From an optimization exercise on the open Yosys and OpenROAD flow, aimed at small area, a short achievable clock period and few clock cycles per item; shortcuts taken in it are not production practice. Where RTL was checked, it was by simulation tests only, not by an equivalence proof against the original. For runs 2 and 3, only the layout was checked, not whether the RTL still works.

==> flow/design.v <==
module biriscv_divider
(
     input           clk_i
    ,input           rst_i
    ,input           opcode_valid_i
    ,input  [ 31:0]  opcode_opcode_i
    ,input  [ 31:0]  opcode_pc_i
    ,input           opcode_invalid_i
    ,input  [  4:0]  opcode_rd_idx_i
    ,input  [  4:0]  opcode_ra_idx_i
    ,input  [  4:0]  opcode_rb_idx_i
    ,input  [ 31:0]  opcode_ra_operand_i
    ,input  [ 31:0]  opcode_rb_operand_i
    ,output          writeback_valid_o
    ,output [ 31:0]  writeback_value_o
);
reg          valid_q;
reg  [31:0]  wb_result_q;
wire inst_div_w         = (opcode_opcode_i & 32'hfe00707f) == 32'h2004033;
wire inst_divu_w        = (opcode_opcode_i & 32'hfe00707f) == 32'h2005033;
wire inst_rem_w         = (opcode_opcode_i & 32'hfe00707f) == 32'h2006033;
wire inst_remu_w        = (opcode_opcode_i & 32'hfe00707f) == 32'h2007033;
wire div_rem_inst_w     = ((opcode_opcode_i & 32'hfe00707f) == 32'h2004033)  || 
                          ((opcode_opcode_i & 32'hfe00707f) == 32'h2005033) ||
                          ((opcode_opcode_i & 32'hfe00707f) == 32'h2006033)  ||
                          ((opcode_opcode_i & 32'hfe00707f) == 32'h2007033);
wire signed_operation_w = ((opcode_opcode_i & 32'hfe00707f) == 32'h2004033) || ((opcode_opcode_i & 32'hfe00707f) == 32'h2006033);
wire div_operation_w    = ((opcode_opcode_i & 32'hfe00707f) == 32'h2004033) || ((opcode_opcode_i & 32'hfe00707f) == 32'h2005033);
reg [31:0] dividend_q;
reg [62:0] divisor_q;
reg [31:0] quotient_q;
reg [31:0] q_mask_q;
reg        div_inst_q;
reg        div_busy_q;
reg        invert_res_q;
reg [31:0] last_a_q;
reg [31:0] last_b_q;
reg        last_div_q;
reg        last_divu_q;
reg        last_rem_q;
reg        last_remu_q;
wire div_start_w    = opcode_valid_i & div_rem_inst_w;
wire div_complete_w = !(|q_mask_q) & div_busy_q;
always @(posedge clk_i or posedge rst_i)
if (rst_i)
begin
    div_busy_q     <= 1'b0;
    dividend_q     <= 32'b0;
    divisor_q      <= 63'b0;
    invert_res_q   <= 1'b0;
    quotient_q     <= 32'b0;
    q_mask_q       <= 32'b0;
    div_inst_q     <= 1'b0;
    last_a_q       <= 32'b0;
    last_b_q       <= 32'b0;
    last_div_q     <= 1'b0;
    last_divu_q    <= 1'b0;
    last_rem_q     <= 1'b0;
    last_remu_q    <= 1'b0;
end
else if (div_start_w)
begin
    if (last_a_q    == opcode_ra_operand_i && 
        last_b_q    == opcode_rb_operand_i &&
        last_div_q  == inst_div_w &&
        last_divu_q == inst_divu_w &&
        last_rem_q  == inst_rem_w &&
        last_remu_q == inst_remu_w)
    begin
        div_busy_q     <= 1'b1;
    end
    else
    begin
        last_a_q       <= opcode_ra_operand_i;
        last_b_q       <= opcode_rb_operand_i;
        last_div_q     <= inst_div_w;
        last_divu_q    <= inst_divu_w;
        last_rem_q     <= inst_rem_w;
        last_remu_q    <= inst_remu_w;
        div_busy_q     <= 1'b1;
        div_inst_q     <= div_operation_w;
        if (signed_operation_w && opcode_ra_operand_i[31])
            dividend_q <= -opcode_ra_operand_i;
        else
            dividend_q <= opcode_ra_operand_i;
        if (signed_operation_w && opcode_rb_operand_i[31])
            divisor_q <= {-opcode_rb_operand_i, 31'b0};
        else
            divisor_q <= {opcode_rb_operand_i, 31'b0};
        invert_res_q  <= (((opcode_opcode_i & 32'hfe00707f) == 32'h2004033) && (opcode_ra_operand_i[31] != opcode_rb_operand_i[31]) && |opcode_rb_operand_i) || 
                         (((opcode_opcode_i & 32'hfe00707f) == 32'h2006033) && opcode_ra_operand_i[31]);
        quotient_q     <= 32'b0;
        q_mask_q       <= 32'h80000000;
    end
end
else if (div_complete_w)
begin
    div_busy_q <= 1'b0;
end
else if (div_busy_q)
begin
    if (divisor_q <= {31'b0, dividend_q})
    begin
        dividend_q <= dividend_q - divisor_q[31:0];
        quotient_q <= quotient_q | q_mask_q;
    end
    divisor_q <= {1'b0, divisor_q[62:1]};
    q_mask_q  <= {1'b0, q_mask_q[31:1]};
end
reg [31:0] div_result_r;
always @ *
begin
    div_result_r = 32'b0;
    if (div_inst_q)
        div_result_r = invert_res_q ? -quotient_q : quotient_q;
    else
        div_result_r = invert_res_q ? -dividend_q : dividend_q;
end
always @(posedge clk_i or posedge rst_i)
if (rst_i)
    valid_q <= 1'b0;
else
    valid_q <= div_complete_w;
always @(posedge clk_i or posedge rst_i)
if (rst_i)
    wb_result_q <= 32'b0;
else if (div_complete_w)
    wb_result_q <= div_result_r;
assign writeback_valid_o = valid_q;
assign writeback_value_o  = wb_result_q;
endmodule
==> flow/run.sh <==
#!/bin/bash
# synth_recipe.tcl (not shown) runs the flow's synth.tcl, then flattens the netlist and writes it again
# the make line also repeats each setting of config.mk as NAME=value (left out here)
make -C /OpenROAD-flow-scripts/flow DESIGN_CONFIG=/design/flow/config.mk WORK_HOME=/design/flow/orfs CLKGATE_MAP_FILE= SYNTH_SCRIPT=/design/flow/synth_recipe.tcl finish
==> flow/config.mk <==
export PLATFORM = sky130hd
export DESIGN_NAME = biriscv_divider
export DESIGN_NICKNAME = biriscv_divider
export VERILOG_FILES = /design/flow/design.v
export SDC_FILE = /design/flow/constraint.sdc
export NUM_CORES = 8
export LEC_CHECK = 0
export CAP_MARGIN = 20
export CORE_MARGIN = 2
export CORE_UTILIZATION = 40
export SLEW_MARGIN = 20
==> flow/constraint.sdc <==
create_clock -name core_clock -period 7.0 [get_ports {clk_i}]
set_input_delay 1.4000 -clock core_clock [delete_from_list [all_inputs] [get_ports {clk_i}]]
set_output_delay 1.4000 -clock core_clock [all_outputs]
set_load 0.01 [all_outputs]
==> reports/qor.csv, run 1 <==
metric,value,unit
Initial Util,0.403,
CP startpoint,opcode_ra_operand_i[3],
IO Pins,180,
Mapped Cells,1925,
type of the most critical hold path,reg -> reg,
Die Y-Extent,209,um
"critical path fanouts, max",61,
H-tree levels,2,
Main synth FF type,dfrtp_1,
die area,0.0437,mm^2
Post-synth EDFFs,0,
Layout Nets,2194,
clock latency at the later pin of the worst-skew pair,0.55,ns
final wirelength,46.6,mm
Setup crit end kind,flop,
largest area contributor in the netlist,dfrtp_1,
Synth Cell Area,0.0168,mm^2
"Arr. time, crit path",5.13,ns
drt first pass iters,7,
worst reg2reg setup slack,2.81,ns
TritonCTS clock tree,built,
core footprint,0.0417,mm^2
cts repair resizes,0,
CP Launch Type,input pin,
Tot GR Track Use,0.216,
sequential share of the synthesized area,0.392,
Syn Nets,2140,
largest net degree at the start of global routing,189,
final non-filler cell total,2545,
Root Driver,clkbuf_16,
clk sinks,263,
Synth top area share,0.392,
1st-iter DRT viols,1024,
Avg Inst Size Synth,8.73,um^2
DP HPWL,33.4,mm
Max Clock Freq,0.210,GHz
"FFs w/ async S/R, synth",1.00,
layout cells sized above 1,0.0618,
Placed Cells,2479,
fin. max-slew vios,0,
vias in the first global route,13600,
Post-Route Setup TNS,0,ns
WS Path Type,in -> reg,
WHS Endpoint,wb_result_q[21]$_DFFE_PP0P_,
Worst Tran Pin Value,1.03,ns
post-synthesis cell type count,70,
Post-CTS Setup Bufs,0,
initial antenna violation count,3,
hold_buf cts,0,
path depth of the worst reg2reg path,11,
"Min Clock Period, post-route",4.76,ns
"top cells by count, synth","263 x dfrtp_1, 249 x nand2_1, 187 x o21ai_0",
"worst slack, placed",1.37,ns
PnR worst setup slack,2.24,ns
Core Rows,75,
"top cells by area, synth","dfrtp_1 39%, xor2_1 6.5%, o21ai_0 5.6%, nand2_1 5.6%, ha_1 5.0%",
grt ovf,0,
Hold WS,0.474,ns
RR Endpoint,dividend_q[7]$_DFFE_PP0P_,
min-delay src,wb_result_q[21]$_DFFE_PP0P_,
die span in x,209,um
CTS Buf Count,34,
# fillers,4023,
PortBufs,116,
clk_skew,0.0261,ns
fin crit share,0.680,
first-pass GRT wire length,75.3,mm
Yosys reg bits,263,
DRC viols,0,
RSZ-0062 raised after global routing,no,
Worst R2R Start,dividend_q[11]$_DFFE_PP0P_,
routed vias,14100,
Required @ worst endpoint,7.37,ns
WL per Instance,18.3,um
Final Hold Vio Count,0,
gpl congestion,0.881,
Area Growth Syn to Fin,16.5,%
CTS Buffer Depth,3,
Hold Path Stages,2,
via density per instance,5.54,
most frequent cell after synthesis,dfrtp_1,
maxcap violations,0,
status,"complete, no violations",
Synth warnings,1,
Worst-path clk slew,0.06,ns
Final setup viols,0,
Post-DRT Antenna Nets,0,
slew margin rel.,0.316,
## flip-flops by register name, summed over array words and instances (netlist names)
register,flops
div_busy_q,1
div_inst_q,1
dividend_q,32
divisor_q,63
invert_res_q,1
last_a_q,32
last_b_q,32
last_div_q,1
last_divu_q,1
last_rem_q,1
last_remu_q,1
q_mask_q,32
quotient_q,32
valid_q,1
wb_result_q,32
## metrics by stage
step,instance area (um^2),utilization
after floorplan,16800,-
after CTS,19500,0.468
after global routing,19600,0.470
after detailed placement,18300,0.439
final,19600,0.470
after global placement,18300,0.439
## worst max-delay path by stage
| stage | slack [ns] | end | cells past startpoint |
|---|---|---|---|
| global route | 2.18 | dividend_q[7]$_DFFE_PP0P_ | 10 |
| global placement | 1.37 | dividend_q[15]$_DFFE_PP0P_ | 10 |
| floorplan | 2.13 | div_busy_q$_DFFE_PP0P_ | 1 |
| finish | 2.24 | dividend_q[7]$_DFFE_PP0P_ | 10 |
| detailed placement | 1.37 | dividend_q[28]$_DFFE_PP0P_ | 9 |
| CTS | 1.92 | dividend_q[28]$_DFFE_PP0P_ | 9 |
## worst max-delay path, cell delays in order
cell,delay (ns)
clkdlybuf4s50_1,0.52
xor2_1,0.26
nor4_1,0.65
nand4_1,0.37
nor4_1,0.61
a31oi_4,0.32
o21bai_4,0.26
buf_4,0.35
o211ai_1,0.21
o21ai_0,0.14
## cell usage in the layout, fill, tap and decap left out, drive strengths merged, types with 8 or more instances in the layout
master / netlist / final
clkdlybuf4s50: 0 / 116
dfrtp: 263 / 263
xnor2: 75 / 75
nand4: 21 / 21
mux2: 68 / 68
o22ai: 30 / 30
o21ai: 196 / 196
xor2: 125 / 125
a21oi: 165 / 165
a31oi: 8 / 8
o41ai: 13 / 13
or3: 17 / 17
clkbuf: 85 / 47
o21a: 8 / 8
nor4: 48 / 48
a21o: 28 / 28
inv: 89 / 90
o31ai: 29 / 29
or4: 12 / 12
nor3: 23 / 23
buf: 31 / 18
nand3: 20 / 20
mux2i: 11 / 11
o211ai: 16 / 16
ha: 67 / 67
nor2: 148 / 148
nand2b: 11 / 11
nand2: 249 / 249
and3: 11 / 11
## cell type report
cell class	count	area (um^2)	share of cell area
inverters	89	338	0.0172
clock inverters	15	236	0.0121
multi-input cells	1457	9390	0.479
diodes	1	2.50	0.000128
flip-flops and latches	263	6580	0.336
repair buffers	134	1370	0.0701
well taps	539	674	0.0344
clock buffers	47	991	0.0506
## per-layer routing
layer | up-vias | GRT usage | part of all wire
met1 | 6848 | 0.304 | 0.47
met3 | 78 | 0.0373 | 0.049
met5 | - | 0 | 0.00064
li1 | 6816 | - | -
met2 | 358 | 0.338 | 0.46
met4 | 4 | 0.0667 | 0.027
## logic make-up (layout without fill, tap and decap cells)
logic type,after synthesis,in the layout,synth area share
AO/OA/AOI/OAI,521,521,0.185
XOR/XNOR,200,200,0.104
adder cells (fa/ha/maj),68,68,0.0511
buffers and inverters,205,285,0.0514
flip-flops,263,263,0.392
multiplexers,80,80,0.0535
other,0,1,0
AND/OR/NAND/NOR,588,588,0.164
Testbench counts, summed over its fixed seeds: cycles 148,140, ops 4,800.
==> run 2: changes to the inputs <==
==> flow/design.v (replaced) <==
module biriscv_divider
(
     input           clk_i
    ,input           rst_i
    ,input           opcode_valid_i
    ,input  [ 31:0]  opcode_opcode_i
    ,input  [ 31:0]  opcode_pc_i
    ,input           opcode_invalid_i
    ,input  [  4:0]  opcode_rd_idx_i
    ,input  [  4:0]  opcode_ra_idx_i
    ,input  [  4:0]  opcode_rb_idx_i
    ,input  [ 31:0]  opcode_ra_operand_i
    ,input  [ 31:0]  opcode_rb_operand_i
    ,output          writeback_valid_o
    ,output [ 31:0]  writeback_value_o
);
wire div_rem_inst_w = ((opcode_opcode_i & 32'hfe00707f)  == 32'h2004033)  ||
                      ((opcode_opcode_i & 32'hfe00707f) == 32'h2005033) ||
                      ((opcode_opcode_i & 32'hfe00707f)  == 32'h2006033)  ||
                      ((opcode_opcode_i & 32'hfe00707f) == 32'h2007033);
wire start_w  = opcode_valid_i & div_rem_inst_w;
wire signed_w = ~opcode_opcode_i[12];    
wire div_w    = ~opcode_opcode_i[13];    
wire a_neg_w  = signed_w & opcode_ra_operand_i[31];
wire b_neg_w  = signed_w & opcode_rb_operand_i[31];
wire [31:0] a_abs_w = a_neg_w ? -opcode_ra_operand_i : opcode_ra_operand_i;
wire [31:0] b_abs_w = b_neg_w ? -opcode_rb_operand_i : opcode_rb_operand_i;
function [5:0] clz32;
    input [31:0] x;
    integer i;
    reg found;
    begin
        clz32 = 6'd32;
        found = 1'b0;
        for (i = 31; i >= 0; i = i - 1)
            if (!found && x[i])
            begin
                clz32 = 31 - i;
                found = 1'b1;
            end
    end
endfunction
localparam STATE_IDLE  = 2'd0;
localparam STATE_ALIGN = 2'd1;
localparam STATE_ITER  = 2'd2;
reg [1:0]  state_q;
reg        valid_q;
reg [4:0]  cnt_q;
reg        div_q;       
reg        neg_q;       
reg [31:0] r_q;         
reg [31:0] d_q;         
reg [31:0] q_q;         
wire       idle_w   = (state_q == STATE_IDLE);
wire [5:0] za_w     = clz32(r_q);
wire [5:0] zb_w     = clz32(d_q);
wire       d_zero_w = zb_w[5];
wire [6:0] shift_w  = {1'b0, zb_w} - {1'b0, za_w};
wire       no_q_w   = shift_w[6];        
wire [32:0] sub_w   = {1'b0, r_q} - {1'b0, d_q};
wire        qbit_w  = ~sub_w[32];
always @(posedge clk_i or posedge rst_i)
if (rst_i)
begin
    state_q <= STATE_IDLE;
    valid_q <= 1'b0;
    cnt_q   <= 5'b0;
end
else
begin
    valid_q <= 1'b0;
    case (state_q)
    STATE_ALIGN:
    begin
        cnt_q <= shift_w[4:0];
        if (d_zero_w || no_q_w)
        begin
            valid_q <= 1'b1;
            state_q <= STATE_IDLE;
        end
        else
            state_q <= STATE_ITER;
    end
    STATE_ITER:
    begin
        cnt_q <= cnt_q - 5'd1;
        if (cnt_q == 5'd0)
        begin
            valid_q <= 1'b1;
            state_q <= STATE_IDLE;
        end
    end
    default:
    begin
        if (start_w)
            state_q <= STATE_ALIGN;
    end
    endcase
end
always @(posedge clk_i)
begin
    case (state_q)
    STATE_ALIGN:
    begin
        d_q <= d_q << shift_w[4:0];
        q_q <= {32{d_zero_w}};
        if (d_zero_w & div_q)
            neg_q <= 1'b0;
    end
    STATE_ITER:
    begin
        if (qbit_w)
            r_q <= sub_w[31:0];
        d_q <= {1'b0, d_q[31:1]};
        q_q <= {q_q[30:0], qbit_w};
    end
    default:
    begin
        r_q   <= a_abs_w;
        d_q   <= b_abs_w;
        div_q <= div_w;
        neg_q <= div_w ? (a_neg_w ^ b_neg_w) : a_neg_w;
    end
    endcase
end
wire [31:0] res_w = div_q ? q_q : r_q;
assign writeback_valid_o = valid_q;
assign writeback_value_o = neg_q ? -res_w : res_w;
endmodule
==> run 2 against run 1 <==
Net effect:
- cell count fell by 28%
- flip-flop and latch count fell by 157
- maximum frequency fell by 14%
- area after synthesis fell by 34%
- non-clock buffer count fell by 3
- register-to-register slack got worse by 1.3 ns
==> reports/qor.csv, run 2 <==
metric,value,unit,change
status,"complete, no violations",,
maxcap violations,0,,unchanged
Worst R2R Start,r_q[28]$_DFFE_PP_,,
GRT met3 Usage,0.0375,,+0.000203
Avg Inst Size Synth,8.09,um^2,-7.3%
CTS Buffer Depth,2,,-1
Post-synth EDFFs,66,,+66
biggest regs,"d_q x32, q_q x32, r_q x32",,
die area,0.0292,mm^2,-33%
WL per Instance,18.7,um,+2.1%
Core Rows,61,,-19%
Synth top area share,0.178,,-0.214
sequential share of the synthesized area,0.253,,-0.138
drt first pass iters,5,,-2
clk sinks,106,,-60%
Tot GR Track Use,0.234,,+0.0186
DP HPWL,26.3,mm,-21%
"Arr. time, crit path",5.77,ns,+0.64 ns
core footprint,0.0276,mm^2,-34%
Post-CTS Setup Bufs,0,,unchanged
fin. max-slew vios,0,,unchanged
"top cells by count, synth","147 x a21oi_1, 134 x nor2_1, 109 x nand2_1",,
Crit path largest cell delay,1.17,ns,+0.52 ns
WHS Endpoint,cnt_q[4]$_DFFE_PP0N_,,
Yosys reg bits,106,,-60%
Synth warnings,1,,unchanged
Root Driver,clkbuf_16,,
number of inserted diodes,0,,-1
H-tree levels,3,,+1
Layout Nets,1637,,-25%
critical path's most frequent cell,nand2_1,,
Mapped Cells,1378,,-28%
1st-iter DRT viols,886,,-13%
"FFs w/ async S/R, synth",0.0755,,-0.925
Syn Nets,1572,,-27%
CP Launch Type,flop,,
grt peak-use layer,met2,,
"critical path fanouts, max",27,,-56%
Hold Path Stages,2,,unchanged
grt ovf,0,,unchanged
Die Y-Extent,171,um,-18%
Synth Cell Area,0.0112,mm^2,-34%
slew margin rel.,0.288,,-0.0285
RR Endpoint,d_q[24]$_DFF_P_,,
Post-DRT Antenna Nets,0,,unchanged
# fillers,2778,,-31%
GR Util met1,0.323,,+0.0191
CTS Buf Count,9,,-74%
Final setup viols,0,,unchanged
gpl congestion,0.915,,+3.9%
Final Hold Vio Count,0,,unchanged
vias in the first global route,10200,,-25%
post-synthesis cell type count,74,,+5.7%
Required @ worst endpoint,7.23,ns,-0.14 ns
"most common cell after layout, fill and taps aside",a21oi_1,,
cts repair resizes,0,,unchanged
clk_skew,0.0104,ns,-0.0157 ns
worst reg2reg setup slack,1.46,ns,-1.35 ns
Placed Cells,1809,,-27%
Top delay family on crit path,simple AND/OR/NAND/NOR gates,,
slowest cell on the critical path,fa_2,,
largest area contributor in the netlist,edfxtp_1,,
final non-filler cell total,1826,,-28%
Worst-path clk slew,0.08,ns,+0.02 ns
Area Growth Syn to Fin,16.0,%,
DRC viols,0,,unchanged
largest net degree at the start of global routing,82,,-57%
path depth of the worst reg2reg path,15,,+4
TritonCTS clock tree,built,,
routing usage on met2,0.379,,+0.0411
layout cells sized above 1,0.0670,,+0.00514
Main synth FF type,edfxtp_1,,
die span in x,171,um,-18%
Worst Tran Pin Value,1.07,ns,+0.0405 ns
Max Clock Freq,0.181,GHz,-14%
most frequent cell after synthesis,a21oi_1,,
RSZ-0062 raised after global routing,no,,
initial antenna violation count,0,,-3
Initial Util,0.404,,about the same
final wirelength,34.2,mm,-27%
Post-Route Setup TNS,0,ns,unchanged
"top cells by area, synth","edfxtp_1 18%, a21oi_1 6.6%, dfxtp_1 5.7%, mux2i_1 5.7%, xor2_1 5.2%",,
CP cell instances,"nor2_1, nand2_1, nor3_1, nand3_1, or3_1, nor4_1, a31oi_1, fa_2, buf_4, mux4_2, nand2_1, nand2_1, mux4_2, a221oi_1, a21oi_1",,
fin crit share,0.791,,+0.112
IO Pins,180,,unchanged
min-delay src,cnt_q[4]$_DFFE_PP0N_,,
clock latency at the later pin of the worst-skew pair,0.37,ns,-0.18 ns
first-pass GRT wire length,54.2,mm,-28%
type of the most critical hold path,reg -> reg,,
WP buf/inv,1,,-1
hold_buf cts,0,,unchanged
PortBufs,116,,unchanged
WS Path Type,reg -> reg,,
"commonest cells after routing, fill and taps aside","147 x a21oi_1, 133 x nor2_1, 116 x clkdlybuf4s50_1",,
via density per instance,5.87,,+5.9%
routed vias,10700,,-24%
"Min Clock Period, post-route",5.54,ns,+0.782 ns
Hold WS,0.516,ns,+0.0419 ns
Setup crit end kind,flop,,
[run 2: worst max-delay path by stage]
stage,end,cells past startpoint,startpoint,slack [ns]
6_report,d_q[24]$_DFF_P_,15,r_q[28]$_DFFE_PP_,1.46
3_5_place_dp,d_q[24]$_DFF_P_,15,r_q[28]$_DFFE_PP_,1.50
5_1_grt,d_q[27]$_DFF_P_,15,r_q[28]$_DFFE_PP_,1.01
3_3_place_gp,d_q[24]$_DFF_P_,15,r_q[28]$_DFFE_PP_,1.57
4_1_cts,writeback_value_o[28],10,div_q$_DFFE_PP_,1.48
2_1_floorplan,writeback_value_o[28],15,div_q$_DFFE_PP_,2.24
[run 2: cell families after synthesis]
kind of cell	count (synthesis)	synth area share
AOI/OAI and AO/OA	418	0.236
xor gates and xnor gates	121	0.0950
adders and majority gates	47	0.0541
buffers and inverters	147	0.0524
DFF	106	0.253
muxes	93	0.112
and+or+nand+nor	446	0.198
[run 2: area by class of cell]
class                   instances  area (um^2)  share of cell area
repair buffers                131         1290               0.100
clock buffers                  11          253              0.0195
inverters                      70          263              0.0203
well taps                     378          473              0.0366
clock inverters                 5         46.3             0.00358
flip-flops and latches        106         2820               0.218
multi-input cells            1125         7780               0.602
[run 2: per-stage QoR]
step	worst slack, ns	instance area (um^2)	utilization
finish	1.46	12900	0.468
global route	1.01	12900	0.468
CTS	1.48	12900	0.467
detailed placement	1.50	12600	0.456
global placement	1.57	12600	0.456
floorplan	2.24	11200	-
[run 2: worst min-delay path, delay by kind of cell, from the launching register on]
family	cells	cell delay (ns)
DFF	1	0.35
AOI/OAI and AO/OA	2	0.13
[run 2: per-layer routing]
metal  vias up  part of all wire
met2       335              0.46
met3        46             0.065
li1       5208                 -
met4         0             0.019
met5         -                 0
met1      5128              0.45
==> run 3: changes to the inputs <==
==> flow/design.v (replaced) <==
module biriscv_divider
(
     input           clk_i
    ,input           rst_i
    ,input           opcode_valid_i
    ,input  [ 31:0]  opcode_opcode_i
    ,input  [ 31:0]  opcode_pc_i
    ,input           opcode_invalid_i
    ,input  [  4:0]  opcode_rd_idx_i
    ,input  [  4:0]  opcode_ra_idx_i
    ,input  [  4:0]  opcode_rb_idx_i
    ,input  [ 31:0]  opcode_ra_operand_i
    ,input  [ 31:0]  opcode_rb_operand_i
    ,output          writeback_valid_o
    ,output [ 31:0]  writeback_value_o
);
function [5:0] clz32;
    input [31:0] x;
    integer i;
    reg found;
    begin
        clz32 = 6'd32;
        found = 1'b0;
        for (i = 31; i >= 0; i = i - 1)
            if (!found && x[i])
            begin
                clz32 = 31 - i;
                found = 1'b1;
            end
    end
endfunction
function low_mask32;
    input [31:0] x;
    begin
        low_mask32 = ~|(x[31:1] & ~x[30:0]);
    end
endfunction
wire div_rem_inst_w = ((opcode_opcode_i & 32'hfe00707f)  == 32'h2004033)  ||
                      ((opcode_opcode_i & 32'hfe00707f) == 32'h2005033) ||
                      ((opcode_opcode_i & 32'hfe00707f)  == 32'h2006033)  ||
                      ((opcode_opcode_i & 32'hfe00707f) == 32'h2007033);
wire start_w  = opcode_valid_i & div_rem_inst_w;
wire signed_w = ~opcode_opcode_i[12];    
wire div_w    = ~opcode_opcode_i[13];    
wire [31:0] a_w = opcode_ra_operand_i;
wire [31:0] b_w = opcode_rb_operand_i;
wire a_neg_w  = signed_w & a_w[31];
wire b_neg_w  = signed_w & b_w[31];
wire [31:0] a_abs_w = a_neg_w ? -a_w : a_w;
wire [31:0] b_abs_w = b_neg_w ? -b_w : b_w;
wire [31:0] a_inv_w = a_w ^ {32{a_neg_w}};
wire [31:0] b_inv_w = b_w ^ {32{b_neg_w}};
wire [5:0]  za_w    = clz32(a_inv_w);
wire [5:0]  zb_w    = clz32(b_inv_w);
wire        pa_w    = a_neg_w & low_mask32(a_inv_w);
wire        pb_w    = b_neg_w & low_mask32(b_inv_w);
wire        b_zero_w = zb_w[5] & ~b_neg_w;
wire [6:0]  shift_w  = {1'b0, zb_w} - {1'b0, za_w} + {6'b0, pa_w} - {6'b0, pb_w};
wire        no_q_w   = shift_w[6] | b_zero_w;
wire [4:0]  sh_w     = {shift_w[4:1], 1'b1};
wire [32:0] d_init_w = {1'b0, b_abs_w} << sh_w;
reg        busy_q;
reg        valid_q;
reg [3:0]  cnt_q;
reg        div_q;       
reg        neg_q;       
reg [31:0] r_q;         
reg [32:0] d_q;         
reg [31:0] q_q;         
wire [33:0] sub1_w  = {2'b0, r_q} - {1'b0, d_q};
wire        q1_w    = ~sub1_w[33];
wire [31:0] r1_w    = q1_w ? sub1_w[31:0] : r_q;
wire [32:0] d1_w    = {1'b0, d_q[32:1]};
wire [33:0] sub2_w  = {2'b0, r1_w} - {1'b0, d1_w};
wire        q2_w    = ~sub2_w[33];
wire [31:0] r2_w    = q2_w ? sub2_w[31:0] : r1_w;
always @(posedge clk_i or posedge rst_i)
if (rst_i)
begin
    busy_q  <= 1'b0;
    valid_q <= 1'b0;
    cnt_q   <= 4'b0;
end
else if (busy_q)
begin
    cnt_q   <= cnt_q - 4'd1;
    if (cnt_q == 4'd0)
    begin
        valid_q <= 1'b1;
        busy_q  <= 1'b0;
    end
    else
        valid_q <= 1'b0;
end
else
begin
    cnt_q   <= sh_w[4:1];
    valid_q <= start_w & no_q_w;
    busy_q  <= start_w & ~no_q_w;
end
always @(posedge clk_i)
if (busy_q)
begin
    r_q <= r2_w;
    d_q <= {2'b0, d_q[32:2]};
    q_q <= {q_q[29:0], q1_w, q2_w};
end
else
begin
    r_q   <= a_abs_w;
    d_q   <= d_init_w;
    q_q   <= {32{b_zero_w}};
    div_q <= div_w;
    neg_q <= div_w ? (a_neg_w ^ b_neg_w) & ~b_zero_w : a_neg_w;
end
wire [31:0] res_w = div_q ? q_q : r_q;
assign writeback_valid_o = valid_q;
assign writeback_value_o = neg_q ? -res_w : res_w;
endmodule
==> run 3 against run 2 <==
Net effect:
- critical path depth rose by 11
- still clean
- die area up 27%
- via count up 53%
- core utilization up 4.6 points
- critical path type is now in -> reg
==> reports/qor.csv, run 3 <==
metric,value,unit,change
RSZ-0062 raised after global routing,yes,,
Top reg by flops,d_q,,
clk sinks,105,,-0.94%
Mapped Cells,2059,,+49%
"Min Clock Period, post-route",6.86,ns,+1.32 ns
CTS Buf Count,9,,unchanged
clock latency at the later pin of the worst-skew pair,0.36,ns,about the same
Synth top area share,0.136,,-0.0418
layout cells sized above 1,0.171,,+0.104
clk_skew,0.00847,ns,-0.00190 ns
H-tree levels,3,,unchanged
Root Driver,clkbuf_16,,
initial antenna violation count,4,,+4
Worst-path clk slew,0.07,ns,about the same
Yosys reg bits,105,,-0.94%
routed vias,16400,,+53%
"commonest cells after routing, fill and taps aside","256 x buf_4, 186 x nor2_1, 184 x nand2_1",,
WL per Instance,18.3,um,-2.4%
"Arr. time, crit path",7.15,ns,+1.38 ns
fin. max-slew vios,0,,unchanged
routed wl met2,22.3,mm,+40%
IO Pins,180,,unchanged
PnR worst setup slack,0.138,ns,-1.32 ns
core footprint,0.0354,mm^2,+28%
first-pass GRT wire length,79.8,mm,+47%
drt first pass iters,6,,+1
Metal-1 WL,23.3,mm,+51%
Area Growth Syn to Fin,27.4,%,
"critical path fanouts, max",4,,-85%
Post-DRT Antenna Nets,0,,unchanged
CP Launch Type,input pin,,
type of the most critical hold path,reg -> reg,,
Main synth FF type,dfxtp_1,,
Avg Inst Size Synth,6.94,um^2,-14%
hold_buf cts,0,,unchanged
sequential share of the synthesized area,0.151,,-0.103
final core occ,0.514,,+0.0462
Final setup viols,0,,unchanged
DRC viols,0,,unchanged
Synth warnings,1,,unchanged
"FFs w/ async S/R, synth",0.0571,,-0.0183
"worst slack, placed",-1.09,ns,-2.59 ns
Tot GR Track Use,0.268,,+0.0340
Core Rows,69,,+13%
"top cells by count, synth","188 x nor2_1, 184 x nand2_1, 172 x a21oi_1",,
most frequent cell after synthesis,nor2_1,,
CTS Buffer Depth,2,,unchanged
final wirelength,50.7,mm,+48%
Final Hold Vio Count,0,,unchanged
TritonCTS clock tree,built,,
Required @ worst endpoint,7.29,ns,+0.06 ns
vias in the first global route,15100,,+48%
Die Y-Extent,193,um,+13%
"most common cell after layout, fill and taps aside",buf_4,,
fin crit share,0.980,,+0.189
max layer used,met5,,
PortBufs,116,,unchanged
Worst Tran Pin Value,1.13,ns,+0.0616 ns
largest net degree at the start of global routing,58,,-29%
die span in x,193,um,+13%
via density per instance,5.91,,+0.63%
Layout Nets,2538,,+55%
worst reg2reg setup slack,0.61,ns,-0.85 ns
grt ovf,0,,unchanged
biggest regs,"d_q x33, q_q x32, r_q x32",,
status,"complete, no violations",,
Post-synth EDFFs,2,,-97%
gpl congestion,0.956,,+4.4%
largest area contributor in the netlist,dfxtp_1,,
1st-iter DRT viols,1462,,+65%
post-synthesis cell type count,92,,+24%
Largest register FFs,33,,
"top cells by area, synth","dfxtp_1 14%, ha_1 7.0%, a21oi_1 6.0%, xnor2_1 5.5%, o21ai_0 5.4%",,
Initial Util,0.404,,about the same
Setup crit end kind,flop,,
WS Path Type,in -> reg,,
slew margin rel.,0.244,,-0.0442
maxcap violations,0,,unchanged
Met3 Wirelength,3.31,mm,+48%
Synth Cell Area,0.0143,mm^2,+28%
Max Clock Freq,0.146,GHz,-19%
Syn Nets,2291,,+46%
DP HPWL,41.1,mm,+56%
die area,0.0373,mm^2,+27%
==> run 3: worst paths after layout <==
path | start | to | cells after the start
worst min-delay path | q_q[27]$_DFF_P_ | q_q[29]$_DFF_P_ | 1
worst min register to register | q_q[27]$_DFF_P_ | q_q[29]$_DFF_P_ | 1
max in group asynchronous | rst_i | busy_q$_DFF_PP0_ | 2
worst max register to register | d_q[1]$_DFF_P_ | q_q[0]$_DFF_P_ | 20
worst max-delay path | opcode_rb_operand_i[31] | d_q[29]$_DFF_P_ | 26
min in group asynchronous | rst_i | valid_q$_DFF_PP0_ | 2
==> run 3: through the flow <==
stage	std cells	hold WS [ns]	instance area (um^2)	setup TNS, ns
4_1_cts	2763	0.460	17900	0
6_report	2775	0.454	18200	0
2_1_floorplan	2059	0.428	14300	0
5_1_grt	2772	0.481	18200	-0.327
3_3_place_gp	2744	0.439	17500	-28.63
3_5_place_dp	2744	0.445	17500	-30.80
==> run 3: worst max-delay path, stage by stage <==
cell	delay [ns]
buf_8	0.10
or4_4	0.55
o22ai_4	0.21
nand4_4	0.14
nor4b_4	0.39
nand3_2	0.13
buf_6	0.15
or3_4	0.37
a31oi_4	0.24
a2111oi_4	0.07
fa_1	0.49
a2111oi_2	0.33
and4_1	0.24
o2111ai_2	0.14
nor4_2	0.16
buf_4	0.16
ha_4	0.12
inv_2	0.03
fa_2	0.60
inv_4	0.07
mux4_2	0.33
mux2i_2	0.21
nor2_1	0.06
a311oi_1	0.24
a21oi_1	0.08
a21oi_1	0.16
==> run 3: timing repair <==
action	4_1_cts	5_1_grt
setup buffers	4	9
pin swaps	20	21
gates resized for setup	38	52
endpoints found under the setup margin	35	32
==> run 3: cell type report <==
| class | instances | area [um^2] |
|---|---|---|
| diodes | 3 | 7.51 |
| repair buffers | 388 | 3320 |
| flip-flops and latches | 105 | 2160 |
| clock inverters | 6 | 66.3 |
| clock buffers | 10 | 229 |
| inverters | 101 | 382 |
| multi-input cells | 1701 | 11500 |
| well taps | 461 | 577 |
| fillers | 3525 | 17200 |
==> run 3: per-layer routing <==
layer	global-route usage	vias to the layer above
met2	0.427	603
met3	0.0391	95
li1	-	8073
met5	0	-
met4	0.108	2
met1	0.364	7616
==> run 3: kinds of logic after synthesis <==
group / after synthesis / synth area share
adder cells (fa/ha/maj): 85 / 0.0770
multiplexers: 80 / 0.0587
AO/OA/AOI/OAI: 691 / 0.317
AND/OR/NAND/NOR: 704 / 0.241
flip-flops: 105 / 0.151
buffers and inverters: 253 / 0.0698
XOR/XNOR: 141 / 0.0864
==> run 4: changes to the inputs <==
--- a/flow/design.v
+++ b/flow/design.v
@@ -14,21 +14,6 @@
     ,output          writeback_valid_o
     ,output [ 31:0]  writeback_value_o
 );
-function [5:0] clz32;
-    input [31:0] x;
-    integer i;
-    reg found;
-    begin
-        clz32 = 6'd32;
-        found = 1'b0;
-        for (i = 31; i >= 0; i = i - 1)
-            if (!found && x[i])
-            begin
-                clz32 = 31 - i;
-                found = 1'b1;
-            end
-    end
-endfunction
 function low_mask32;
     input [31:0] x;
     begin
@@ -47,31 +32,34 @@
 wire a_neg_w  = signed_w & a_w[31];
 wire b_neg_w  = signed_w & b_w[31];
 wire [31:0] a_abs_w = a_neg_w ? -a_w : a_w;
-wire [31:0] b_abs_w = b_neg_w ? -b_w : b_w;
 wire [31:0] a_inv_w = a_w ^ {32{a_neg_w}};
 wire [31:0] b_inv_w = b_w ^ {32{b_neg_w}};
-wire [5:0]  za_w    = clz32(a_inv_w);
-wire [5:0]  zb_w    = clz32(b_inv_w);
+wire [5:0]  za_w;
+wire [5:0]  zb_w;
+biriscv_divider_clz u_clz_a (.x_i(a_inv_w), .z_o(za_w));
+biriscv_divider_clz u_clz_b (.x_i(b_inv_w), .z_o(zb_w));
 wire        pa_w    = a_neg_w & low_mask32(a_inv_w);
 wire        pb_w    = b_neg_w & low_mask32(b_inv_w);
 wire        b_zero_w = zb_w[5] & ~b_neg_w;
 wire [6:0]  shift_w  = {1'b0, zb_w} - {1'b0, za_w} + {6'b0, pa_w} - {6'b0, pb_w};
 wire        no_q_w   = shift_w[6] | b_zero_w;
 wire [4:0]  sh_w     = {shift_w[4:1], 1'b1};
-wire [32:0] d_init_w = {1'b0, b_abs_w} << sh_w;
+wire [64:0] e_sh_w   = {1'b1, ~b_inv_w, {32{~b_neg_w}}} << sh_w;
+wire [32:0] e_init_w = e_sh_w[64:32];
 reg        busy_q;
 reg        valid_q;
 reg [3:0]  cnt_q;
 reg        div_q;       
 reg        neg_q;       
 reg [31:0] r_q;         
-reg [32:0] d_q;         
+reg [32:0] e_q;         
+reg        c_q;         
 reg [31:0] q_q;         
-wire [33:0] sub1_w  = {2'b0, r_q} - {1'b0, d_q};
+wire [33:0] sub1_w  = {2'b0, r_q} + {1'b1, e_q} + {33'b0, c_q};
 wire        q1_w    = ~sub1_w[33];
 wire [31:0] r1_w    = q1_w ? sub1_w[31:0] : r_q;
-wire [32:0] d1_w    = {1'b0, d_q[32:1]};
-wire [33:0] sub2_w  = {2'b0, r1_w} - {1'b0, d1_w};
+wire [32:0] e1_w    = {1'b1, e_q[32:1]};
+wire [33:0] sub2_w  = {2'b0, r1_w} + {1'b1, e1_w} + {33'b0, c_q};
 wire        q2_w    = ~sub2_w[33];
 wire [31:0] r2_w    = q2_w ? sub2_w[31:0] : r1_w;
 always @(posedge clk_i or posedge rst_i)
@@ -102,13 +90,14 @@
 if (busy_q)
 begin
     r_q <= r2_w;
-    d_q <= {2'b0, d_q[32:2]};
+    e_q <= {2'b11, e_q[32:2]};
     q_q <= {q_q[29:0], q1_w, q2_w};
 end
 else
 begin
     r_q   <= a_abs_w;
-    d_q   <= d_init_w;
+    e_q   <= e_init_w;
+    c_q   <= ~b_neg_w;
     q_q   <= {32{b_zero_w}};
     div_q <= div_w;
     neg_q <= div_w ? (a_neg_w ^ b_neg_w) & ~b_zero_w : a_neg_w;
@@ -117,3 +106,39 @@
 assign writeback_valid_o = valid_q;
 assign writeback_value_o = neg_q ? -res_w : res_w;
 endmodule
+module biriscv_divider_clz
+(
+     input  [31:0] x_i
+    ,output [5:0]  z_o
+);
+wire [15:0] v1; wire [15:0] c1;
+wire [7:0]  v2; wire [15:0] c2;
+wire [3:0]  v3; wire [11:0] c3;
+wire [1:0]  v4; wire [7:0]  c4;
+genvar i;
+generate
+for (i = 0; i < 16; i = i + 1)
+begin : l1
+    assign v1[i] = x_i[2*i+1] | x_i[2*i];
+    assign c1[i] = ~x_i[2*i+1];
+end
+for (i = 0; i < 8; i = i + 1)
+begin : l2
+    assign v2[i]         = v1[2*i+1] | v1[2*i];
+    assign c2[2*i+1:2*i] = v1[2*i+1] ? {1'b0, c1[2*i+1]} : {1'b1, c1[2*i]};
+end
+for (i = 0; i < 4; i = i + 1)
+begin : l3
+    assign v3[i]         = v2[2*i+1] | v2[2*i];
+    assign c3[3*i+2:3*i] = v2[2*i+1] ? {1'b0, c2[4*i+3:4*i+2]} : {1'b1, c2[4*i+1:4*i]};
+end
+for (i = 0; i < 2; i = i + 1)
+begin : l4
+    assign v4[i]         = v3[2*i+1] | v3[2*i];
+    assign c4[4*i+3:4*i] = v3[2*i+1] ? {1'b0, c3[6*i+5:6*i+3]} : {1'b1, c3[6*i+2:6*i]};
+end
+endgenerate
+wire       v5 = v4[1] | v4[0];
+wire [4:0] c5 = v4[1] ? {1'b0, c4[7:4]} : {1'b1, c4[3:0]};
+assign z_o = v5 ? {1'b0, c5} : 6'd32;
+endmodule
--- a/flow/config.mk
+++ b/flow/config.mk
@@ -8,4 +8,5 @@
 export CAP_MARGIN = 20
 export CORE_MARGIN = 2
 export CORE_UTILIZATION = 40
+export GPL_TIMING_DRIVEN = 0
 export SLEW_MARGIN = 20
==> run 4 against run 3 <==
Net effect:
- cell area decreased by 17%
- clock skew increased by 0.0036 ns
- critical path type unchanged
- setup slack improved by 0.096 ns
- hold slack improved by 0.016 ns
- highest routed layer is now met4
- non-clock buffer count decreased by 184
- area after synthesis decreased by 7.4%
==> reports/qor.csv, run 4 <==
metric,value,unit,change
H-tree levels,3,,unchanged
layout cells sized above 1,0.0490,,-0.122
die area,0.0346,mm^2,-7.2%
Area Growth Syn to Fin,13.8,%,
die span in x,186,um,-3.7%
worst reg2reg setup slack,0.44,ns,-0.17 ns
grt ovf,0,,unchanged
clk_skew,0.0120,ns,+0.00355 ns
fin crit share,0.966,,-0.0138
most frequent cell after synthesis,nand2_1,,
drt first pass iters,5,,-1
Post-Route Setup TNS,0,ns,unchanged
number of inserted diodes,0,,-3
Final Hold Vio Count,0,,unchanged
"commonest cells after routing, fill and taps aside","298 x nand2_1, 183 x o21ai_0, 148 x nor2_1",,
routed vias,14600,,-11%
Synth Cell Area,0.0132,mm^2,-7.4%
initial antenna violation count,0,,-4
post-route cell area,0.0151,mm^2,-17%
"Min Clock Period, post-route",6.77,ns,-0.0965 ns
"top cells by count, synth","298 x nand2_1, 185 x o21ai_0, 149 x a21oi_1",,
Initial Util,0.407,,+0.00300
first-pass GRT wire length,78.0,mm,-2.3%
largest area contributor in the netlist,dfxtp_1,,
gpl congestion,0.950,,-0.61%
Layout Nets,2247,,-11%
post-synthesis cell type count,78,,-15%
Synth top area share,0.147,,+0.0109
via density per instance,5.91,,+0.10%
Post-DRT Antenna Nets,0,,unchanged
"FFs w/ async S/R, synth",0.0566,,-0.000539
largest net degree at the start of global routing,20,,-66%
1st-iter DRT viols,1238,,-15%
clock latency at the later pin of the worst-skew pair,0.37,ns,about the same
Max Clock Freq,0.148,GHz,+1.4%
Met3 Wirelength,2.93,mm,-11%
biggest regs,"e_q x33, q_q x32, r_q x32",,
Worst Tran Pin Value,1.05,ns,-0.0821 ns
Top reg by flops,e_q,,
type of the most critical hold path,reg -> reg,,
RR Endpoint,r_q[1]$_DFF_P_,,
Required @ worst endpoint,7.29,ns,about the same
Syn Nets,2158,,-5.8%
CTS Buffer Depth,2,,unchanged
sequential share of the synthesized area,0.165,,+0.0143
# fillers,3454,,-2.0%
"top cells by area, synth","dfxtp_1 15%, nand2_1 8.5%, xnor2_1 7.6%, ha_1 7.3%, o21ai_0 7.0%",,
status,"complete, no violations",,
Core Rows,66,,-4.3%
min-delay src,q_q[28]$_DFF_P_,,
Largest register FFs,33,,unchanged
"critical path fanouts, max",10,,+6
Worst-path clk slew,0.07,ns,about the same
PortBufs,82,,-29%
Worst R2R Start,r_q[1]$_DFF_P_,,
Setup crit end,e_q[29]$_DFF_P_,,
Post-CTS Setup Bufs,0,,-4
Synth warnings,1,,unchanged
Yosys reg bits,106,,+0.95%
WL per Instance,20.3,um,+11%
Placed Cells,2452,,-11%
Mapped Cells,1927,,-6.4%
PnR worst setup slack,0.235,ns,+0.0965 ns
WS Path Type,in -> reg,,
fin. max-slew vios,0,,unchanged
CP Launch Type,input pin,,
Die Y-Extent,186,um,-3.7%
CP startpoint,opcode_ra_operand_i[31],,
Main synth FF type,dfxtp_1,,
CTS Buf Count,9,,unchanged
routed wl met2,22.7,mm,+2.1%
max layer used,met4,,
clk sinks,106,,+0.95%
Area after DPL,0.0146,mm^2,-16%
DP HPWL,41.7,mm,+1.4%
Avg Inst Size Synth,6.87,um^2,-1.1%
Final setup viols,0,,unchanged
slew margin rel.,0.285,,+0.0412
"Arr. time, crit path",7.06,ns,-0.09 ns
final non-filler cell total,2463,,-11%
final wirelength,49.9,mm,-1.5%
Metal-1 WL,22.6,mm,-3.0%
IO Pins,180,,unchanged
path depth of the worst reg2reg path,23,,+15%
Post-synth EDFFs,3,,+1
final core occ,0.463,,-0.0513
core footprint,0.0325,mm^2,-8.1%
Tot GR Track Use,0.290,,+0.0222
vias in the first global route,13700,,-9.1%
maxcap violations,0,,unchanged
DRC viols,0,,unchanged
TritonCTS clock tree,built,,
Setup crit end kind,flop,,
Root Driver,clkbuf_16,,
"most common cell after layout, fill and taps aside",nand2_1,,
"worst slack, placed",-1.95,ns,-0.862 ns
==> run 4: changes by cell type after synthesis, sizes merged, moves of 14 or more <==
cell / change
nor3: -49
o21ai: +29
nand2: +114
a21oi: -23
inv: -18
buf: -20
nand3: -14
a21o: -24
nand2b: -15
xnor2: +26
nor2: -40
==> run 4: critical path: stages <==
cell	delay, ns
clkdlybuf4s50_1	0.62
nor2b_1	0.20
buf_2	0.28
nand2_1	0.11
o21ai_0	0.35
nand2_1	0.18
nor3_2	0.23
a211oi_1	0.09
a211oi_1	0.24
o21ai_1	0.17
fa_1	0.43
inv_1	0.08
fa_1	0.44
ha_2	0.21
inv_1	0.07
fa_1	0.48
clkbuf_4	0.24
nor2_1	0.16
a22oi_1	0.13
xnor2_2	0.19
o21ai_0	0.39
o21ai_0	0.20
o21ai_0	0.16
==> run 4: worst min path at each step <==
stage / slack (ns) / endpoint / cells past startpoint
after floorplan: 0.44 / q_q[30]$_DFF_P_ / 2
after global placement: 0.46 / q_q[3]$_DFF_P_ / 2
after detailed placement: 0.46 / q_q[3]$_DFF_P_ / 2
after CTS: 0.47 / q_q[3]$_DFF_P_ / 2
after global routing: 0.49 / q_q[3]$_DFF_P_ / 2
final: 0.47 / q_q[30]$_DFF_P_ / 2
==> run 4: area by class of cell <==
class / count / area (um^2) / area share
inverter: 82 / 310 / 0.0206
clock buffer: 9 / 225 / 0.0149
tap: 442 / 553 / 0.0367
buffer: 121 / 566 / 0.0375
sequential: 106 / 2180 / 0.145
multi-input combinational: 1613 / 10300 / 0.687
timing repair buffer: 83 / 833 / 0.0553
clock inverter: 7 / 52.6 / 0.00349
==> run 4: logic make-up after synthesis <==
logic type,synth area share
xor+xnor,0.107
fa+ha+maj,0.0834
simple gates,0.230
flops,0.165
compound gates,0.288
mux,0.0646
buf+inv,0.0626
==> run 4: stage by stage <==
step | hold slack (ns)
6_report | 0.470
3_5_place_dp | 0.457
4_1_cts | 0.468
5_1_grt | 0.490
3_3_place_gp | 0.458
2_1_floorplan | 0.440
==> run 4: what timing repair did <==
item,4_1_cts,5_1_grt
endpoints found under the setup margin,71,67
hold buffers,0,0
gates cloned,0,0
resized for setup,32,49
==> run 4: layer usage <==
layer | GRT usage | up-vias
met3 | 0.0182 | 82
met1 | 0.393 | 6809
met4 | 0.100 | 0
li1 | - | 7096
met5 | 0 | -
met2 | 0.488 | 574
Testbench counts of run 4, summed over its fixed seeds: cycles 19,588, ops 4,800.
==> run 5: changes to the inputs <==
--- a/flow/config.mk
+++ b/flow/config.mk
@@ -8,5 +8,4 @@
 export CAP_MARGIN = 20
 export CORE_MARGIN = 2
 export CORE_UTILIZATION = 40
-export GPL_TIMING_DRIVEN = 0
 export SLEW_MARGIN = 20
==> run 5 against run 4 <==
Net effect:
- clock-buffer cell count unchanged
- setup slack gained 0.25 ns
- register-to-register slack better by 0.58 ns
- still clean
==> reports/qor.csv, run 5 <==
metric,value,unit,change
status,"complete, no violations",,
largest area contributor in the netlist,dfxtp_1,,
grt ovf,0,,unchanged
post-route cell area,0.0154,mm^2,+2.3%
WL per Instance,17.4,um,-14%
Crit path largest cell delay,0.64,ns,+0.02 ns
Layout Nets,2236,,-0.49%
1st-iter DRT viols,867,,-30%
Core Rows,66,,unchanged
fin. max-slew vios,0,,unchanged
PortBufs,116,,+41%
layout cells sized above 1,0.0657,,+0.0167
Synth top area share,0.147,,unchanged
initial antenna violation count,0,,unchanged
Max Clock Freq,0.153,GHz,+3.8%
type of the most critical hold path,reg -> reg,,
slew margin rel.,0.511,,+0.226
cts repair resizes,0,,-100%
Largest register FFs,33,,unchanged
Worst Tran Pin Value,0.733,ns,-0.313 ns
final wirelength,42.7,mm,-15%
Tot GR Track Use,0.248,,-0.0419
Synth Cell Area,0.0132,mm^2,unchanged
Setup crit end kind,flop,,
WS Path Type,in -> reg,,
hold_buf cts,0,,unchanged
Post-Route Setup TNS,0,ns,unchanged
Synth warnings,1,,unchanged
DP HPWL,34.9,mm,-16%
number of inserted diodes,0,,unchanged
die area,0.0346,mm^2,unchanged
"Min Clock Period, post-route",6.52,ns,-0.249 ns
Main synth FF type,dfxtp_1,,
Initial Util,0.407,,unchanged
Post-CTS Setup Bufs,0,,unchanged
most frequent cell after synthesis,nand2_1,,
Post-DRT Antenna Nets,0,,unchanged
"top cells by area, synth","dfxtp_1 15%, nand2_1 8.5%, xnor2_1 7.6%, ha_1 7.3%, o21ai_0 7.0%",,
largest net degree at the start of global routing,86,,+330%
gpl congestion,0.932,,-1.9%
RSZ-0062 raised after global routing,no,,
"Arr. time, crit path",6.75,ns,-0.31 ns
drt first pass iters,5,,unchanged
# fillers,3414,,-1.2%
final non-filler cell total,2452,,-0.45%
maxcap violations,0,,unchanged
clock latency at the later pin of the worst-skew pair,0.37,ns,about the same
PnR worst setup slack,0.484,ns,+0.249 ns
clk_skew,0.0115,ns,-0.000507 ns
Syn Nets,2158,,unchanged
Area after DPL,0.0151,mm^2,+3.4%
Die Y-Extent,186,um,unchanged
Placed Cells,2436,,-0.65%
first-pass GRT wire length,68.4,mm,-12%
Avg Inst Size Synth,6.87,um^2,unchanged
"most common cell after layout, fill and taps aside",nand2_1,,
TritonCTS clock tree,built,,
Root Driver,clkbuf_16,,
"commonest cells after routing, fill and taps aside","298 x nand2_1, 185 x o21ai_0, 149 x a21oi_1",,
critical path's most frequent cell,o21ai_0,,
CTS Buffer Depth,2,,unchanged
CP cell instances,"clkdlybuf4s50_1, nor2b_2, nand2_1, a2bb2oi_1, o21ai_0, a21boi_0, o22ai_1, o21ai_0, a32oi_1, o21ai_0, fa_1, inv_1, fa_1, ha_1, inv_1, fa_2, buf_12, nor2_1, a22oi_1, xnor2_1, nand2_1, o21ai_0, o21ai_0, o21ai_0",,
CP Launch Type,input pin,,
Hold WS,0.468,ns,-0.00158 ns
clk sinks,106,,unchanged
via density per instance,5.72,,-3.2%
Top reg by flops,e_q,,
"critical path fanouts, max",28,,+18
Final Hold Vio Count,0,,unchanged
fin crit share,0.931,,-0.0356
routed vias,14000,,-3.6%
"worst slack, placed",0.0994,ns,+2.05 ns
area occupied by multi-input gates,0.0103,mm^2,-0.77%
IO Pins,180,,unchanged
vias in the first global route,12900,,-6.1%
"FFs w/ async S/R, synth",0.0566,,unchanged
"top cells by count, synth","298 x nand2_1, 185 x o21ai_0, 149 x a21oi_1",,
post-synthesis cell type count,78,,unchanged
die span in x,186,um,unchanged
Worst-path clk slew,0.08,ns,about the same
Post-synth EDFFs,3,,unchanged
Area Growth Syn to Fin,16.5,%,
CTS Buf Count,9,,unchanged
slowest cell on the critical path,clkdlybuf4s50_1,,
core footprint,0.0325,mm^2,unchanged
DRC viols,0,,unchanged
biggest regs,"e_q x33, q_q x32, r_q x32",,
FF+latch area,0.00219,mm^2,+0.17%
Mapped Cells,1927,,unchanged
H-tree levels,3,,unchanged
Required @ worst endpoint,7.23,ns,-0.06 ns
Final setup viols,0,,unchanged
sequential share of the synthesized area,0.165,,unchanged
Yosys reg bits,106,,unchanged
## run 5: cell counts after synthesis
Identical to the previous run, type by type.
## run 5: layer usage
layer  vias to the layer above  global-route usage  part of all wire
li1                       7071                   -                 -
met1                      6512               0.357              0.50
met2                       399               0.389              0.43
met3                        51              0.0203             0.045
met4                         0              0.0835             0.028
met5                         -                   0                 0
## run 5: layout make-up
type                       instances  share of cell area
clock buffer                       9              0.0146
clock inverter                     7             0.00430
inverter                          82              0.0200
multi-input combinational       1613               0.666
sequential                       106               0.142
tap                              442              0.0359
timing repair buffer             193               0.118
## run 5: cells by family (layout without fill, tap and decap cells)
| logic type | Yosys count | count (layout) | synth area share |
|---|---|---|---|
| adders and majority gates | 84 | 84 | 0.0834 |
| DFF | 106 | 106 | 0.165 |
| buffers and inverters | 208 | 291 | 0.0626 |
| and+or+nand+nor | 671 | 671 | 0.230 |
| AOI/OAI and AO/OA | 613 | 613 | 0.288 |
| xor gates and xnor gates | 161 | 161 | 0.107 |
| muxes | 84 | 84 | 0.0646 |
## run 5: final timing paths
check,startpoint,to,slack [ns],cells past startpoint
max,opcode_ra_operand_i[31],e_q[30]$_DFF_P_,0.48,24
min,q_q[18]$_DFF_P_,q_q[20]$_DFF_P_,0.47,2
max reg2reg,r_q[1]$_DFF_P_,r_q[23]$_DFF_P_,1.02,22
min reg2reg,q_q[18]$_DFF_P_,q_q[20]$_DFF_P_,0.47,2
max in group asynchronous,rst_i,busy_q$_DFF_PP0_,5.53,2
min in group asynchronous,rst_i,valid_q$_DFF_PP0_,1.24,2
## run 5: metrics by stage
| step | util |
|---|---|
| 6_report | 0.474 |
| 5_1_grt | 0.474 |
| 4_1_cts | 0.474 |
| 3_5_place_dp | 0.465 |
| 3_3_place_gp | 0.465 |
| 2_1_floorplan | - |
## run 5: critical path, delay by kind of cell
kind | cells | cell delay, ns
AO/OA/AOI/OAI | 11 | 1.88
adder cells (fa/ha/maj) | 4 | 1.56
buffers and inverters | 4 | 0.97
AND/OR/NAND/NOR | 4 | 0.72
XOR/XNOR | 1 | 0.20
==> run 6: changes to the inputs <==
--- a/flow/design.v
+++ b/flow/design.v
@@ -41,7 +41,9 @@
 wire        pa_w    = a_neg_w & low_mask32(a_inv_w);
 wire        pb_w    = b_neg_w & low_mask32(b_inv_w);
 wire        b_zero_w = zb_w[5] & ~b_neg_w;
-wire [6:0]  shift_w  = {1'b0, zb_w} - {1'b0, za_w} + {6'b0, pa_w} - {6'b0, pb_w};
+wire [5:0]  za_x_w   = za_w - {5'b0, pa_w};
+wire [5:0]  zb_x_w   = zb_w - {5'b0, pb_w};
+wire [6:0]  shift_w  = {1'b0, zb_x_w} - {1'b0, za_x_w};
 wire        no_q_w   = shift_w[6] | b_zero_w;
 wire [4:0]  sh_w     = {shift_w[4:1], 1'b1};
 wire [64:0] e_sh_w   = {1'b1, ~b_inv_w, {32{~b_neg_w}}} << sh_w;
--- a/flow/config.mk
+++ b/flow/config.mk
@@ -8,4 +8,5 @@
 export CAP_MARGIN = 20
 export CORE_MARGIN = 2
 export CORE_UTILIZATION = 40
+export SETUP_SLACK_MARGIN = 1.75
 export SLEW_MARGIN = 20
==> run 6 against run 5 <==
Net effect:
- register-to-register slack improved by 0.87 ns
- cell count grew 0.57%
- via count up 3.4%
- clock-buffer cell count unchanged
- still clean
- flip-flop and latch count is the same
- critical path type unchanged
- core utilization up 5.1 points
- setup slack improved by 1.1 ns
- die area rose by 1.6%
- global-route usage rose by 0.057 points
- area after synthesis grew 1.6%
- critical path depth decreased by 5
- maximum frequency increased by 20%
==> reports/qor.csv, run 6 <==
metric,value,unit,change
Area after DPL,0.0151,mm^2,+0.15%
clock latency at the later pin of the worst-skew pair,0.36,ns,about the same
maxcap violations,0,,unchanged
Required @ worst endpoint,7.22,ns,about the same
sequential share of the synthesized area,0.162,,-0.00265
fin crit share,0.778,,-0.153
WL per Instance,18.9,um,+8.5%
Synth warnings,1,,unchanged
clk sinks,106,,unchanged
Tot GR Track Use,0.249,,+0.000570
hold_buf cts,0,,unchanged
Area Growth Syn to Fin,30.2,%,
Top reg by flops,e_q,,
Final Hold Vio Count,0,,unchanged
routed vias,14500,,+3.4%
Layout Nets,2237,,+0.045%
Placed Cells,2342,,-3.9%
first-pass GRT wire length,71.0,mm,+3.9%
Post-DRT Antenna Nets,0,,unchanged
slowest cell on the critical path,fa_2,,
final wirelength,46.6,mm,+9.1%
Worst Tran Pin Value,0.750,ns,+0.0175 ns
post-synthesis cell type count,89,,+14%
PnR worst setup slack,1.56,ns,+1.07 ns
type of the most critical hold path,reg -> reg,,
Setup crit end kind,flop,,
layout cells sized above 1,0.223,,+0.157
initial antenna violation count,2,,+2
"top cells by area, synth","dfxtp_1 14%, xnor2_1 7.7%, ha_1 6.9%, a21oi_1 6.3%, o21ai_0 5.8%",,
Max Clock Freq,0.184,GHz,+20%
Initial Util,0.403,,-0.00361
RSZ-0062 raised after global routing,yes,,
DP HPWL,34.6,mm,-0.87%
gpl congestion,0.929,,-0.34%
"worst slack, placed",0.288,ns,+0.188 ns
Die Y-Extent,187,um,+0.80%
IO Pins,180,,unchanged
biggest regs,"e_q x33, q_q x32, r_q x32",,
"commonest cells after routing, fill and taps aside","198 x nand2_1, 140 x a21oi_1, 136 x nor2_1",,
Top delay family on crit path,compound AO/OA/AOI/OAI gates,,
# fillers,3258,,-4.6%
via density per instance,5.89,,+2.8%
FF+latch area,0.00219,mm^2,+0.17%
CTS Buffer Depth,2,,unchanged
fin. max-slew vios,0,,unchanged
Crit path largest cell delay,0.52,ns,-0.12 ns
largest area contributor in the netlist,dfxtp_1,,
Post-synth EDFFs,3,,unchanged
Core Rows,67,,+1.5%
core footprint,0.0334,mm^2,+2.5%
"FFs w/ async S/R, synth",0.0566,,unchanged
"critical path fanouts, max",9,,-68%
vias in the first global route,13100,,+1.7%
TritonCTS clock tree,built,,
Yosys reg bits,106,,unchanged
Worst-path clk slew,0.08,ns,about the same
Mapped Cells,1881,,-2.4%
"most common cell after layout, fill and taps aside",nand2_1,,
WS Path Type,in -> reg,,
H-tree levels,3,,unchanged
clk_skew,0.0101,ns,-0.00146 ns
"top cells by count, synth","203 x nand2_1, 170 x a21oi_1, 155 x o21ai_0",,
most frequent cell after synthesis,nand2_1,,
DRC viols,0,,unchanged
post-route cell area,0.0175,mm^2,+14%
PortBufs,116,,unchanged
Synth top area share,0.144,,-0.00236
Post-Route Setup TNS,0,ns,unchanged
CTS Buf Count,9,,unchanged
drt first pass iters,7,,+2
largest net degree at the start of global routing,82,,-4.7%
die span in x,187,um,+0.80%
Largest register FFs,33,,unchanged
final non-filler cell total,2466,,+0.57%
Main synth FF type,dfxtp_1,,
"Min Clock Period, post-route",5.44,ns,-1.07 ns
die area,0.0351,mm^2,+1.6%
WP buf/inv,5,,+1
1st-iter DRT viols,1177,,+36%
area occupied by multi-input gates,0.0117,mm^2,+14%
Avg Inst Size Synth,7.15,um^2,+4.1%
"Arr. time, crit path",5.67,ns,-1.08 ns
slew margin rel.,0.500,,-0.0117
grt ovf,0,,unchanged
Syn Nets,2107,,-2.4%
status,"complete, no violations",,
Synth Cell Area,0.0135,mm^2,+1.6%
CP cell instances,"clkdlybuf4s15_1, inv_1, a2111oi_1, nand2_1, nor3_1, o2111ai_1, a311oi_2, ha_2, ha_4, inv_4, fa_2, buf_6, buf_16, mux4_2, nand2_2, a221oi_2, a31oi_1, a21oi_1, o21ai_1",,
CP Launch Type,input pin,,
Root Driver,clkbuf_16,,
Final setup viols,0,,unchanged
==> run 6: cell count changes in the layout (fill, tap and decap cells not counted), moves of 22 or more <==
cell / before / now
buf_4: 71 / 111
o21ai_0: 185 / 106
a21o_1: 30 / 54
ha_1: 77 / 51
a21oi_2: 0 / 24
o21ai_1: 0 / 34
dlygate4sd2_1: 0 / 40
clkdlybuf4s50_1: 116 / 49
inv_1: 80 / 58
nand2_1: 298 / 198
==> run 6: area by class of cell <==
type | count | share of cell area
Antenna cell | 2 | 0.000286
Clock buffer | 9 | 0.0129
Clock inverter | 7 | 0.00379
Inverter | 66 | 0.0148
Multi-Input combinational cell | 1565 | 0.667
Sequential cell | 106 | 0.125
Tap cell | 448 | 0.0320
Timing Repair Buffer | 263 | 0.145
==> run 6: cell families after synthesis <==
| group | share of synthesized area |
|---|---|
| adders and majority gates | 0.0763 |
| muxes | 0.0884 |
| buffers and inverters | 0.0620 |
| and+or+nand+nor | 0.212 |
| DFF | 0.162 |
| AOI/OAI and AO/OA | 0.291 |
| xor gates and xnor gates | 0.108 |
==> run 6: what timing repair did <==
action / CTS / global route
setup buffers: 52 / 47
pin swaps: 83 / 74
endpoints found under the setup margin: 82 / 71
gates cloned: 6 / 1
resized for setup: 252 / 172
==> run 6: worst paths after layout <==
| check | cells after the start | endpoint | slack, ns | startpoint |
|---|---|---|---|---|
| max reg2reg | 23 | r_q[29]$_DFF_P_ | 1.89 | c_q$_DFFE_PN_ |
| min in group asynchronous | 2 | cnt_q[3]$_DFF_PP0_ | 1.25 | rst_i |
| min | 1 | q_q[25]$_DFF_P_ | 0.46 | q_q[23]$_DFF_P_ |
| max in group asynchronous | 2 | busy_q$_DFF_PP0_ | 5.54 | rst_i |
| min reg2reg | 1 | q_q[25]$_DFF_P_ | 0.46 | q_q[23]$_DFF_P_ |
| max | 19 | e_q[17]$_DFF_P_ | 1.56 | opcode_rb_operand_i[6] |
==> run 6: worst register-to-register path, stage by stage (launching register included) <==
cell	delay, ns
edfxtp_1	0.38
inv_2	0.08
fa_2	0.24
inv_1	0.07
fa_2	0.36
a21o_1	0.21
a221oi_4	0.31
o21ai_2	0.15
a2111oi_4	0.31
buf_4	0.19
nor2_2	0.07
xnor2_1	0.16
mux2_2	0.30
ha_2	0.42
nand2_1	0.10
o21ai_2	0.24
a221oi_2	0.10
o21ai_1	0.19
a21oi_2	0.09
o21a_1	0.14
buf_6	0.16
or3_1	0.30
mux2_2	0.27
o311a_1	0.14
==> run 6: through the flow <==
step                      hold WS, ns  utilization
after floorplan                 0.422            -
after global placement          0.443        0.454
after detailed placement        0.441        0.454
after CTS                       0.462        0.495
after global routing            0.477        0.525
final                           0.457        0.525
==> run 6: per-layer routing <==
metal / up-vias / global-route usage / wire [um]
met1: 6790 / 0.348 / 21200
met5: - / 0 / 0
met2: 540 / 0.403 / 21100
met3: 116 / 0.0236 / 2610
li1: 7068 / - / -
met4: 0 / 0.0812 / 1620
Testbench counts of run 6, summed over its fixed seeds: cycles 19,588, ops 4,800.

## static timing again, ports no longer ideal
No port has a modelled driver above. Below, the same layouts with a new extraction and two added sets of constraints. Step 1: set_driving_cell puts a clkbuf_16 on clk_i and a buf_2 on each other input, an assumption about the parent block. Step 2 times the ports against the registers' clock, not the clock port: input delays grow and output delays shrink by t, the midpoint of the rising clock arrivals with the driver on. Slacks: ideal / step 1 / step 2; pairs: ideal / step 1.
run	t (ns)	slack for setup (ns)	worst setup path after step 2	worst data-port slew with drivers (ns)
run 1	0.591	2.243 / 2.270 / 1.679	input to register	0.10
run 2	0.414	1.461 / 1.461 / 1.461	register to register	0.04
run 3	0.402	0.138 / 0.148 / -0.254	input to register	0.05
run 4	0.408	0.235 / 0.262 / -0.146	input to register	0.04
run 5	0.409	0.484 / 0.505 / 0.096	input to register	0.05
run 6	0.406	1.556 / 1.582 / 1.176	input to register	0.07
Met with ideal ports but missed after step 2: setup timing in run 3 and run 4. For run 1, which loses most, drivers alone change the setup slack by +0.027 ns; drivers and shift together by -0.564 ns.
